Source: an optimization exercise on an open RTL-to-GDS flow (aim: small area, a short achievable clock period and few clock cycles per item). Production flows keep margins and buffers that such runs may drop. Function was checked by simulation only, so behaviour that the tests miss may differ from the original. No activity file was given, so power comes from the tool's default toggle rates.

==> flow/design.v (excerpt) <==
module decimal_to_bcd #(
    parameter INPUT_WIDTH = 14,
    parameter DECIMAL_DIGITS = 4
)(
    input wire clk_i,
    input wire rst_i,
    input wire start_i,
    input wire [INPUT_WIDTH-1 : 0] binary_i,
    output reg [DECIMAL_DIGITS*4-1 : 0] bcd_o,
    output reg done_o
);
function [3:0] add3;
    input [3:0] d;
    begin
        add3[3] = d[3] | (d[2] & (d[1] | d[0]));
        add3[2] = (d[3] & d[0]) | (d[2] & ~d[1] & ~d[0]);
        add3[1] = (d[1] & (~d[2] | d[0])) | (d[3] & ~d[0]);
        add3[0] = (~d[3] & ~d[2] & d[0]) | (d[2] & d[1] & ~d[0]) | (d[3] & ~d[0]);
    end
endfunction
function [19:0] front;
    input [13:0] b;
    reg [29:0] sr;
    integer i, d;
    begin
        sr = {16'd0, b};
        for (i = 0; i < 10; i = i + 1) begin
            for (d = 0; d < 4; d = d + 1)
                sr[14 + d*4 +: 4] = add3(sr[14 + d*4 +: 4]);
            sr = sr << 1;
        end
        front = sr[29:10];
    end
endfunction
function [15:0] back;
    input [19:0] s;
    reg [29:0] sr;
    integer i, d;
    begin
        sr = {s, 10'd0};
        for (i = 10; i < 14; i = i + 1) begin
            for (d = 0; d < 4; d = d + 1)
                sr[14 + d*4 +: 4] = add3(sr[14 + d*4 +: 4]);
            sr = sr << 1;
        end
        back = sr[29:14];
    end
endfunction
wire [19:0] front_w = front(binary_i);
reg  [16:0] mid;
always @(posedge clk_i) begin
    mid <= front_w[16:0];
end
always @(posedge clk_i or posedge rst_i) begin
    if (rst_i) done_o <= 1'b0;
    else       done_o <= start_i;
end
always @(*) begin
    bcd_o = back({{(20-17){1'b0}}, mid});
end
endmodule
For scale: about 18 flip-flops, about 34 I/O pins, ~0.0017 sq mm of cells after synthesis.
clock: 10.0 ns
lec_check: 0
abc_area: 1
cap_margin: 20
core_margin: 2
core_utilization: 40
slew_margin: 20
standard.sh (not shown) runs the stock make flow with config.mk's settings and CLKGATE_MAP_FILE= SYNTH_SCRIPT=/design/flow/synth_recipe.tcl, a recipe that flattens the netlist after the stock synthesis.
==> flow/flow/run.sh <==
#!/bin/bash
# Own layout flow: the standard layout (standard.sh) with
#  - synthesis run through ORFS's own synth script, but with the ABC area
#    script replaced by flow/abc_area.script (combinational mapping only;
#    registers and their names are the standard synthesis's),
#  - the port buffers made from a fast small buffer instead of the default,
set -euo pipefail
W=$(pwd)
BUF=${BUF:-sky130_fd_sc_hd__buf_1}
MARGIN=${MARGIN:-0}
CTS="-sink_clustering_enable -repair_clock_nets -dont_use_dummy_load -sink_clustering_size 30 -sink_clustering_max_diameter 200"
rm -rf "$W/scripts_mod"
cp -r "$FLOW_HOME/scripts" "$W/scripts_mod"
cp "$W/flow/abc_area.script" "$W/scripts_mod/abc_area.script"
bash standard.sh SCRIPTS_DIR="$W/scripts_mod" ABC_AREA=1 synth > "$W/synth.log" 2>&1
bash standard.sh "BUFFER_PORTS_ARGS=-buffer_cell $BUF" "CTS_ARGS=$CTS" SETUP_SLACK_MARGIN=$MARGIN finish > "$W/layout.log" 2>&1
==> flow/flow/abc_area.script <==
strash
balance -l
resub -K 6 -l
rewrite -l
resub -K 6 -N 2 -l
refactor -l
resub -K 8 -l
balance -l
resub -K 8 -N 2 -l
rewrite -l
resub -K 10 -l
rewrite -z -l
resub -K 10 -N 2 -l
balance -l
resub -K 12 -l
refactor -z -l
resub -K 12 -N 2 -l
rewrite -z -l
balance -l
dch -f
map -B 0.9
topo
buffer -c
upsize -c
dnsize -c
Testbench counts at the start, summed over its fixed seeds: cycles 2,048, items 2,048.
Rerun with:
--- a/flow/flow/run.sh
+++ b/flow/flow/run.sh
@@ -9,3 +9,2 @@
-BUF=${BUF:-sky130_fd_sc_hd__buf_1}
-MARGIN=${MARGIN:-0}
-CTS="-sink_clustering_enable -repair_clock_nets -dont_use_dummy_load -sink_clustering_size 30 -sink_clustering_max_diameter 200"
+BUF=${BUF:-sky130_fd_sc_hd__buf_2}
+MARGIN=${MARGIN:-6}
@@ -16 +15 @@
-bash standard.sh "BUFFER_PORTS_ARGS=-buffer_cell $BUF" "CTS_ARGS=$CTS" SETUP_SLACK_MARGIN=$MARGIN finish > "$W/layout.log" 2>&1
+bash standard.sh "BUFFER_PORTS_ARGS=-buffer_cell $BUF" SETUP_SLACK_MARGIN=$MARGIN finish > "$W/layout.log" 2>&1
--- a/flow/flow/abc_area.script
+++ b/flow/flow/abc_area.script
@@ -21 +21 @@
-map -B 0.9
+map
@@ -23,3 +23 @@
-buffer -c
-upsize -c
-dnsize -c
+stime -c
Combinational power grows by well over a third.
Critical path depth drops by 13.
Wire length rises by well over a third.
Total power rose by well over a third.
Setup slack is better by 0.043 ns.
Via count rises by a quarter to a third.
Sequential cell count stays the same.

[re-timing with driven ports]
In the flow no input, the clock included, has a driving cell. The finished layouts below were timed again as built, in two steps.
Step 1: set_driving_cell puts a clkbuf_16 on clk_i and a buf_2 on each other input, an assumption about the parent block.
Step 2 moves the port delays by t, midway between the first and last clock arrival at a register: inputs arrive t later, outputs are due t later. That takes back most of the time a late clock gives input paths.
Three values: ideal, step 1, step 2; two values: the first two.
| run | t (ns) | slack for setup (ns) | worst hold slack (ns) | slew at the worst register clock pin (ns) | pins driven straight from the clock port |
|---|---|---|---|---|---|
| the first run | 0.263 | 5.167 / 5.169 / 4.906 | 1.545 / 1.545 / 1.808 | 0.06 / 0.06 | 1 |
| the second run | 0.274 | 5.210 / 5.165 / 4.892 | 1.560 / 1.555 / 1.829 | 0.07 / 0.07 | 1 |
After both steps every run listed still meets setup and hold. The setup slack of the second run, which loses most, moves by -0.045 ns with the drivers and by -0.318 ns with both steps.
